This is an optimization exercise on Yosys and OpenROAD, whose aim is small area and a short achievable clock period, not a production implementation. Where RTL was checked, it was by simulation tests only, not by an equivalence proof against the original.

==> run a: inputs <==
==> flow/design.v (excerpt) <==
module Matrix_Multiplication (
  input clk, reset,
  input [7:0] a1, a2, a3, a4, b1, b2, b3, b4,
  output [16:0] c1, c2, c3, c4, c5, c6, c7, c8, c9, c10, c11, c12, c13, c14, c15, c16
);
Settings: LEC_CHECK=0, CAP_MARGIN=20, CORE_MARGIN=2, CORE_UTILIZATION=40, SETUP_SLACK_MARGIN=2.2, SLEW_MARGIN=20, SYNTH_HIERARCHICAL=1, SYNTH_MINIMUM_KEEP_SIZE=0; clock period 6.5 ns.
standard.sh (not shown) runs the stock make flow with config.mk's settings and CLKGATE_MAP_FILE= SYNTH_SCRIPT=/design/flow/synth_recipe.tcl, a recipe that flattens the netlist after the stock synthesis.
==> flow/flow/run.sh <==
#!/bin/bash
set -uo pipefail
export BUFFER_PORTS_ARGS="-buffer_cell sky130_fd_sc_hd__buf_1"
export CTS_ARGS="-sink_clustering_enable -repair_clock_nets -sink_clustering_size 24 -sink_clustering_max_diameter 150"
bash standard.sh > flow_standard.log 2>&1
==> run b: changes against run a <==
--- a/flow/design.v
+++ b/flow/design.v
@@ -1,12 +1,11 @@
 module Systolic_array (
     input clk, reset,
     input [7:0] in_na, in_nb,
     output reg [16:0] out_c
 );
-  wire [16:0] acc = out_c;
   wire pp1;
   assign pp1 = ~(in_na[0] | in_nb[0]);
   wire pp2;
   assign pp2 = ~(in_na[0] | in_nb[1]);
   wire pp3;
   assign pp3 = ~(in_na[0] | in_nb[2]);
@@ -131,52 +130,52 @@
   wire pp63;
   assign pp63 = ~(in_na[7] | in_nb[6]);
   wire pp64;
   assign pp64 = ~(in_na[7] | in_nb[7]);
   wire s65;
   wire k66;
-  mm_ha u66 (.a(acc[5]), .b(pp6), .s(s65), .co(k66));
+  mm_ha u66 (.a(out_c[5]), .b(pp6), .s(s65), .co(k66));
   wire s67;
   wire k68;
-  mm_fa u68 (.a(acc[6]), .b(pp7), .c(pp14), .s(s67), .co(k68));
+  mm_fa u68 (.a(out_c[6]), .b(pp7), .c(pp14), .s(s67), .co(k68));
   wire s69;
   wire k70;
   mm_ha u70 (.a(pp21), .b(pp28), .s(s69), .co(k70));
   wire s71;
   wire k72;
-  mm_fa u72 (.a(acc[7]), .b(pp8), .c(pp15), .s(s71), .co(k72));
+  mm_fa u72 (.a(out_c[7]), .b(pp8), .c(pp15), .s(s71), .co(k72));
   wire s73;
   wire k74;
   mm_fa u74 (.a(pp22), .b(pp29), .c(pp36), .s(s73), .co(k74));
   wire s75;
   wire k76;
   mm_ha u76 (.a(pp43), .b(pp50), .s(s75), .co(k76));
   wire s77;
   wire k78;
-  mm_fa u78 (.a(acc[8]), .b(pp16), .c(pp23), .s(s77), .co(k78));
+  mm_fa u78 (.a(out_c[8]), .b(pp16), .c(pp23), .s(s77), .co(k78));
   wire s79;
   wire k80;
   mm_fa u80 (.a(pp30), .b(pp37), .c(pp44), .s(s79), .co(k80));
   wire s81;
   wire k82;
   mm_ha u82 (.a(pp51), .b(pp58), .s(s81), .co(k82));
   wire s83;
   wire k84;
-  mm_fa u84 (.a(acc[9]), .b(pp24), .c(pp31), .s(s83), .co(k84));
+  mm_fa u84 (.a(out_c[9]), .b(pp24), .c(pp31), .s(s83), .co(k84));
   wire s85;
   wire k86;
   mm_fa u86 (.a(pp38), .b(pp45), .c(pp52), .s(s85), .co(k86));
   wire s87;
   wire k88;
-  mm_fa u88 (.a(acc[10]), .b(pp32), .c(pp39), .s(s87), .co(k88));
+  mm_fa u88 (.a(out_c[10]), .b(pp32), .c(pp39), .s(s87), .co(k88));
   wire s89;
   wire k90;
-  mm_ha u90 (.a(acc[3]), .b(pp4), .s(s89), .co(k90));
+  mm_ha u90 (.a(out_c[3]), .b(pp4), .s(s89), .co(k90));
   wire s91;
   wire k92;
-  mm_fa u92 (.a(acc[4]), .b(pp5), .c(pp12), .s(s91), .co(k92));
+  mm_fa u92 (.a(out_c[4]), .b(pp5), .c(pp12), .s(s91), .co(k92));
   wire s93;
   wire k94;
   mm_ha u94 (.a(pp19), .b(pp26), .s(s93), .co(k94));
   wire s95;
   wire k96;
   mm_fa u96 (.a(pp13), .b(pp20), .c(pp27), .s(s95), .co(k96));
@@ -212,22 +211,22 @@
   mm_fa u116 (.a(pp46), .b(pp53), .c(pp60), .s(s115), .co(k116));
   wire s117;
   wire k118;
   mm_fa u118 (.a(k84), .b(k86), .c(s87), .s(s117), .co(k118));
   wire s119;
   wire k120;
-  mm_fa u120 (.a(acc[11]), .b(pp40), .c(pp47), .s(s119), .co(k120));
+  mm_fa u120 (.a(out_c[11]), .b(pp40), .c(pp47), .s(s119), .co(k120));
   wire s121;
   wire k122;
   mm_fa u122 (.a(pp54), .b(pp61), .c(k88), .s(s121), .co(k122));
   wire s123;
   wire k124;
-  mm_fa u124 (.a(acc[12]), .b(pp48), .c(pp55), .s(s123), .co(k124));
+  mm_fa u124 (.a(out_c[12]), .b(pp48), .c(pp55), .s(s123), .co(k124));
   wire s125;
   wire k126;
-  mm_ha u126 (.a(acc[2]), .b(pp3), .s(s125), .co(k126));
+  mm_ha u126 (.a(out_c[2]), .b(pp3), .s(s125), .co(k126));
   wire s127;
   wire k128;
   mm_fa u128 (.a(pp11), .b(pp18), .c(pp25), .s(s127), .co(k128));
   wire s129;
   wire k130;
   mm_fa u130 (.a(pp33), .b(k90), .c(s93), .s(s129), .co(k130));
@@ -254,16 +253,16 @@
   mm_fa u144 (.a(k116), .b(s119), .c(s121), .s(s143), .co(k144));
   wire s145;
   wire k146;
   mm_fa u146 (.a(pp62), .b(k120), .c(s123), .s(s145), .co(k146));
   wire s147;
   wire k148;
-  mm_fa u148 (.a(acc[13]), .b(pp56), .c(pp63), .s(s147), .co(k148));
+  mm_fa u148 (.a(out_c[13]), .b(pp56), .c(pp63), .s(s147), .co(k148));
   wire s149;
   wire k150;
-  mm_ha u150 (.a(acc[1]), .b(pp2), .s(s149), .co(k150));
+  mm_ha u150 (.a(out_c[1]), .b(pp2), .s(s149), .co(k150));
   wire s151;
   wire k152;
   mm_fa u152 (.a(pp10), .b(pp17), .c(s125), .s(s151), .co(k152));
   wire s153;
   wire k154;
   mm_fa u154 (.a(k126), .b(s89), .c(s127), .s(s153), .co(k154));
@@ -296,22 +295,24 @@
   mm_fa u172 (.a(k122), .b(s145), .c(k144), .s(s171), .co(k172));
   wire s173;
   wire k174;
   mm_fa u174 (.a(k124), .b(s147), .c(k146), .s(s173), .co(k174));
   wire s175;
   wire k176;
-  mm_fa u176 (.a(acc[14]), .b(pp64), .c(k148), .s(s175), .co(k176));
+  mm_fa u176 (.a(out_c[14]), .b(pp64), .c(k148), .s(s175), .co(k176));
   wire s177;
   wire k178;
-  mm_ha u178 (.a(acc[0]), .b(pp1), .s(s177), .co(k178));
+  mm_ha u178 (.a(out_c[0]), .b(pp1), .s(s177), .co(k178));
   wire s179;
   wire k180;
   mm_fa u180 (.a(pp9), .b(k178), .c(s149), .s(s179), .co(k180));
   wire s181;
   wire k182;
   mm_fa u182 (.a(k150), .b(k180), .c(s151), .s(s181), .co(k182));
+  wire [13:0] cx = {out_c[16], out_c[15], s175, s173, s171, s169, s167, s165, s163, s161, s159, s157, s155, s153};
+  wire [13:0] cy = {1'b0, k176, k174, k172, k170, k168, k166, k164, k162, k160, k158, k156, k154, k152};
   wire s183;
   wire k184;
   mm_ha u184 (.a(s153), .b(k152), .s(s183), .co(k184));
   wire s185;
   wire k186;
   mm_ha u186 (.a(s155), .b(k154), .s(s185), .co(k186));
@@ -344,13 +345,13 @@
   mm_ha u204 (.a(s173), .b(k172), .s(s203), .co(k204));
   wire s205;
   wire k206;
   mm_ha u206 (.a(s175), .b(k174), .s(s205), .co(k206));
   wire s207;
   wire k208;
-  mm_ha u208 (.a(acc[15]), .b(k176), .s(s207), .co(k208));
+  mm_ha u208 (.a(out_c[15]), .b(k176), .s(s207), .co(k208));
   wire g209;
   assign g209 = k184 | (s183 & k182);
   wire g210;
   assign g210 = k186 | (s185 & g209);
   wire p211;
   assign p211 = s185 & s183;
@@ -396,15 +397,15 @@
   assign p231 = s205 & s203;
   wire g232;
   assign g232 = k208 | (s207 & k206);
   wire p233;
   assign p233 = s207 & s205;
   wire g234;
-  assign g234 = 1'b0 | (acc[16] & k208);
+  assign g234 = 1'b0 | (out_c[16] & k208);
   wire p235;
-  assign p235 = acc[16] & s207;
+  assign p235 = out_c[16] & s207;
   wire g236;
   assign g236 = g212 | (p213 & g209);
   wire p237;
   assign p237 = p213 & s183;
   wire g238;
   assign g238 = g214 | (p215 & g210);
@@ -511,26 +512,25 @@
   wire p289;
   assign p289 = p277 & p261;
   wire g290;
   assign g290 = g278 | (p279 & g262);
   wire p291;
   assign p291 = p279 & p263;
-  wire [16:0] sum = {(acc[16] ^ g288), (s207 ^ g286), (s205 ^ g284), (s203 ^ g282), (s201 ^ g280), (s199 ^ g266), (s197 ^ g264), (s195 ^ g262), (s193 ^ g260), (s191 ^ g238), (s189 ^ g236), (s187 ^ g210), (s185 ^ g209), (s183 ^ k182), s181, s179, s177};
+  wire [16:0] sum = {(out_c[16] ^ g288), (s207 ^ g286), (s205 ^ g284), (s203 ^ g282), (s201 ^ g280), (s199 ^ g266), (s197 ^ g264), (s195 ^ g262), (s193 ^ g260), (s191 ^ g238), (s189 ^ g236), (s187 ^ g210), (s185 ^ g209), (s183 ^ k182), s181, s179, s177};
   always @(posedge clk or posedge reset) begin
     if (reset)
       out_c <= 17'b0;
     else
       out_c <= sum;
   end
 endmodule
 module Systolic_array_int (
     input clk, reset,
     input [7:0] in_na, in_nb,
     output reg [16:0] out_c
 );
-  wire [16:0] acc = out_c;
   wire pp1;
   assign pp1 = ~(in_na[0] | in_nb[0]);
   wire pp2;
   assign pp2 = ~(in_na[0] | in_nb[1]);
   wire pp3;
   assign pp3 = ~(in_na[0] | in_nb[2]);
@@ -655,52 +655,52 @@
   wire pp63;
   assign pp63 = ~(in_na[7] | in_nb[6]);
   wire pp64;
   assign pp64 = ~(in_na[7] | in_nb[7]);
   wire s65;
   wire k66;
-  mm_ha u66 (.a(acc[5]), .b(pp6), .s(s65), .co(k66));
+  mm_ha u66 (.a(out_c[5]), .b(pp6), .s(s65), .co(k66));
   wire s67;
   wire k68;
-  mm_fa u68 (.a(acc[6]), .b(pp7), .c(pp14), .s(s67), .co(k68));
+  mm_fa u68 (.a(out_c[6]), .b(pp7), .c(pp14), .s(s67), .co(k68));
   wire s69;
   wire k70;
   mm_ha u70 (.a(pp21), .b(pp28), .s(s69), .co(k70));
   wire s71;
   wire k72;
-  mm_fa u72 (.a(acc[7]), .b(pp8), .c(pp15), .s(s71), .co(k72));
+  mm_fa u72 (.a(out_c[7]), .b(pp8), .c(pp15), .s(s71), .co(k72));
   wire s73;
   wire k74;
   mm_fa u74 (.a(pp22), .b(pp29), .c(pp36), .s(s73), .co(k74));
   wire s75;
   wire k76;
   mm_ha u76 (.a(pp43), .b(pp50), .s(s75), .co(k76));
   wire s77;
   wire k78;
-  mm_fa u78 (.a(acc[8]), .b(pp16), .c(pp23), .s(s77), .co(k78));
+  mm_fa u78 (.a(out_c[8]), .b(pp16), .c(pp23), .s(s77), .co(k78));
   wire s79;
   wire k80;
   mm_fa u80 (.a(pp30), .b(pp37), .c(pp44), .s(s79), .co(k80));
   wire s81;
   wire k82;
   mm_ha u82 (.a(pp51), .b(pp58), .s(s81), .co(k82));
   wire s83;
   wire k84;
-  mm_fa u84 (.a(acc[9]), .b(pp24), .c(pp31), .s(s83), .co(k84));
+  mm_fa u84 (.a(out_c[9]), .b(pp24), .c(pp31), .s(s83), .co(k84));
   wire s85;
   wire k86;
   mm_fa u86 (.a(pp38), .b(pp45), .c(pp52), .s(s85), .co(k86));
   wire s87;
   wire k88;
-  mm_fa u88 (.a(acc[10]), .b(pp32), .c(pp39), .s(s87), .co(k88));
+  mm_fa u88 (.a(out_c[10]), .b(pp32), .c(pp39), .s(s87), .co(k88));
   wire s89;
   wire k90;
-  mm_ha u90 (.a(acc[3]), .b(pp4), .s(s89), .co(k90));
+  mm_ha u90 (.a(out_c[3]), .b(pp4), .s(s89), .co(k90));
   wire s91;
   wire k92;
-  mm_fa u92 (.a(acc[4]), .b(pp5), .c(pp12), .s(s91), .co(k92));
+  mm_fa u92 (.a(out_c[4]), .b(pp5), .c(pp12), .s(s91), .co(k92));
   wire s93;
   wire k94;
   mm_ha u94 (.a(pp19), .b(pp26), .s(s93), .co(k94));
   wire s95;
   wire k96;
   mm_fa u96 (.a(pp13), .b(pp20), .c(pp27), .s(s95), .co(k96));
@@ -736,22 +736,22 @@
   mm_fa u116 (.a(pp46), .b(pp53), .c(pp60), .s(s115), .co(k116));
   wire s117;
   wire k118;
   mm_fa u118 (.a(k84), .b(k86), .c(s87), .s(s117), .co(k118));
   wire s119;
   wire k120;
-  mm_fa u120 (.a(acc[11]), .b(pp40), .c(pp47), .s(s119), .co(k120));
+  mm_fa u120 (.a(out_c[11]), .b(pp40), .c(pp47), .s(s119), .co(k120));
   wire s121;
   wire k122;
   mm_fa u122 (.a(pp54), .b(pp61), .c(k88), .s(s121), .co(k122));
   wire s123;
   wire k124;
-  mm_fa u124 (.a(acc[12]), .b(pp48), .c(pp55), .s(s123), .co(k124));
+  mm_fa u124 (.a(out_c[12]), .b(pp48), .c(pp55), .s(s123), .co(k124));
   wire s125;
   wire k126;
-  mm_ha u126 (.a(acc[2]), .b(pp3), .s(s125), .co(k126));
+  mm_ha u126 (.a(out_c[2]), .b(pp3), .s(s125), .co(k126));
   wire s127;
   wire k128;
   mm_fa u128 (.a(pp11), .b(pp18), .c(pp25), .s(s127), .co(k128));
   wire s129;
   wire k130;
   mm_fa u130 (.a(pp33), .b(k90), .c(s93), .s(s129), .co(k130));
@@ -778,16 +778,16 @@
   mm_fa u144 (.a(k116), .b(s119), .c(s121), .s(s143), .co(k144));
   wire s145;
   wire k146;
   mm_fa u146 (.a(pp62), .b(k120), .c(s123), .s(s145), .co(k146));
   wire s147;
   wire k148;
-  mm_fa u148 (.a(acc[13]), .b(pp56), .c(pp63), .s(s147), .co(k148));
+  mm_fa u148 (.a(out_c[13]), .b(pp56), .c(pp63), .s(s147), .co(k148));
   wire s149;
   wire k150;
-  mm_ha u150 (.a(acc[1]), .b(pp2), .s(s149), .co(k150));
+  mm_ha u150 (.a(out_c[1]), .b(pp2), .s(s149), .co(k150));
   wire s151;
   wire k152;
   mm_fa u152 (.a(pp10), .b(pp17), .c(s125), .s(s151), .co(k152));
   wire s153;
   wire k154;
   mm_fa u154 (.a(k126), .b(s89), .c(s127), .s(s153), .co(k154));
@@ -820,28 +820,30 @@
   mm_fa u172 (.a(k122), .b(s145), .c(k144), .s(s171), .co(k172));
   wire s173;
   wire k174;
   mm_fa u174 (.a(k124), .b(s147), .c(k146), .s(s173), .co(k174));
   wire s175;
   wire k176;
-  mm_fa u176 (.a(acc[14]), .b(pp64), .c(k148), .s(s175), .co(k176));
+  mm_fa u176 (.a(out_c[14]), .b(pp64), .c(k148), .s(s175), .co(k176));
   wire s177;
   wire k178;
-  mm_ha u178 (.a(acc[0]), .b(pp1), .s(s177), .co(k178));
+  mm_ha u178 (.a(out_c[0]), .b(pp1), .s(s177), .co(k178));
   wire s179;
   wire k180;
   mm_fa u180 (.a(pp9), .b(k178), .c(s149), .s(s179), .co(k180));
   wire s181;
   wire k182;
   mm_fa u182 (.a(k150), .b(k180), .c(s151), .s(s181), .co(k182));
   wire s183;
   wire k184;
   mm_fa u184 (.a(k152), .b(s153), .c(k182), .s(s183), .co(k184));
   wire s185;
   wire k186;
   mm_fa u186 (.a(k154), .b(s155), .c(k184), .s(s185), .co(k186));
+  wire [11:0] cx = {out_c[16], out_c[15], s175, s173, s171, s169, s167, s165, s163, s161, s159, s157};
+  wire [11:0] cy = {1'b0, k176, k174, k172, k170, k168, k166, k164, k162, k160, k158, k156};
   wire s187;
   wire k188;
   mm_ha u188 (.a(s157), .b(k156), .s(s187), .co(k188));
   wire s189;
   wire k190;
   mm_ha u190 (.a(s159), .b(k158), .s(s189), .co(k190));
@@ -868,13 +870,13 @@
   mm_ha u204 (.a(s173), .b(k172), .s(s203), .co(k204));
   wire s205;
   wire k206;
   mm_ha u206 (.a(s175), .b(k174), .s(s205), .co(k206));
   wire s207;
   wire k208;
-  mm_ha u208 (.a(acc[15]), .b(k176), .s(s207), .co(k208));
+  mm_ha u208 (.a(out_c[15]), .b(k176), .s(s207), .co(k208));
   wire g209;
   assign g209 = k188 | (s187 & k186);
   wire g210;
   assign g210 = k190 | (s189 & g209);
   wire p211;
   assign p211 = s189 & s187;
@@ -892,15 +894,15 @@
   assign p217 = s201 & s199;
   wire g218;
   assign g218 = k206 | (s205 & k204);
   wire p219;
   assign p219 = s205 & s203;
   wire g220;
-  assign g220 = 1'b0 | (acc[16] & k208);
+  assign g220 = 1'b0 | (out_c[16] & k208);
   wire p221;
-  assign p221 = acc[16] & s207;
+  assign p221 = out_c[16] & s207;
   wire g222;
   assign g222 = k192 | (s191 & g210);
   wire p223;
   assign p223 = s191 & p211;
   wire g224;
   assign g224 = g212 | (p213 & g210);
@@ -951,13 +953,13 @@
   wire p247;
   assign p247 = p231 & p241;
   wire g248;
   assign g248 = g232 | (p233 & g240);
   wire p249;
   assign p249 = p233 & p241;
-  wire [16:0] sum = {(acc[16] ^ g246), (s207 ^ g244), (s205 ^ g242), (s203 ^ g240), (s201 ^ g238), (s199 ^ g236), (s197 ^ g234), (s195 ^ g224), (s193 ^ g222), (s191 ^ g210), (s189 ^ g209), (s187 ^ k186), s185, s183, s181, s179, s177};
+  wire [16:0] sum = {(out_c[16] ^ g246), (s207 ^ g244), (s205 ^ g242), (s203 ^ g240), (s201 ^ g238), (s199 ^ g236), (s197 ^ g234), (s195 ^ g224), (s193 ^ g222), (s191 ^ g210), (s189 ^ g209), (s187 ^ k186), s185, s183, s181, s179, s177};
   always @(posedge clk or posedge reset) begin
     if (reset)
       out_c <= 17'b0;
     else
       out_c <= sum;
   end
==> flow/flow/run.sh (replaced) <==
#!/bin/bash
set -uo pipefail
export BUFFER_PORTS_ARGS="-buffer_cell sky130_fd_sc_hd__buf_1"
export CTS_ARGS="-sink_clustering_enable -repair_clock_nets -sink_clustering_size 24 -sink_clustering_max_diameter 150"
export RECOVER_POWER=100
bash standard.sh > flow_standard.log 2>&1
--- a/flow/config.mk
+++ b/flow/config.mk
@@ -5,10 +5,10 @@
 export SDC_FILE = /design/flow/constraint.sdc
 export NUM_CORES = 4
 export LEC_CHECK = 0
 export CAP_MARGIN = 20
 export CORE_MARGIN = 2
 export CORE_UTILIZATION = 40
-export SETUP_SLACK_MARGIN = 2.2
+export SETUP_SLACK_MARGIN = 2.0
 export SLEW_MARGIN = 20
 export SYNTH_HIERARCHICAL = 1
 export SYNTH_MINIMUM_KEEP_SIZE = 0
==> notes.md <==
Actual slew at the worst max-slew pin: run a 883 ps; run b 2570 ps
Non-clock buffers, area share: run a 0.0583; run b 0.0480
Number of antenna violations at the first check in global routing: run a 6; run b 10
First-pass GRT wire length: run a 184 mm; run b 186 mm
Syn-to-layout area delta: run a 14.0%; run b 8.54%
Non-clock buffer count: run a 526; run b 459
Layout fillers: run a 9,766; run b 10,000
Met1 Routed Length: run a 47.5 mm; run b 48.1 mm
Post-placement setup slack: run a 1470 ps; run b 1420 ps
Signal arrival time at the worst endpoint: run a 4840 ps; run b 5420 ps
Count of instances resized after the clock tree is built: run a 92; run b 6
Final instance area: run a 48,900 µm²; run b 46,600 µm²
Hold wc startpoint: run a bd2_3[4]; run b ad1_1[1]
Antenna diode count: run a 0; run b 3
Outcome: run a finished clean; run b finished with violations
Violated checks: run a -; run b max-capacitance violations, max-slew violations
Fin crit share: run a 0.662; run b 0.759
Peak Freq: run a 232 MHz; run b 203 MHz
Count of placed standard cells in the final layout, fillers left out: run a 5,469; run b 5,401
For run a, only the layout was checked, not whether the RTL still works.

re-timing with driven ports:
How much do the figures lean on ideal ports? The routed layouts below were timed once more, with nothing changed but the port constraints.
Step 1 sets driving cells, clkbuf_16 on the clock port and buf_2 on the other inputs (assumed; they add their load-dependent delay and slew).
Step 2 also shifts input and output timing later by t, the mid clock arrival at the registers, as if the neighbouring blocks saw the same clock.
Slacks: ideal ports / drivers / drivers and shift; pairs: ideal ports / drivers.
| run | t (ns) | setup WS [ns] | worst setup path after step 2 | slew at the worst register clock pin (ns) | pins driven straight from the clock port |
|---|---|---|---|---|---|
| run a | 0.683 | 2.195 / 2.195 / 1.596 | input to register | 0.12 / 0.12 | 1 |
| run b | 0.673 | 1.568 / 1.568 / 1.124 | input to register | 0.12 / 0.12 | 1 |
The setup slack of run a, which loses most, moves by 0.000 ns with the drivers and by -0.599 ns with both steps.
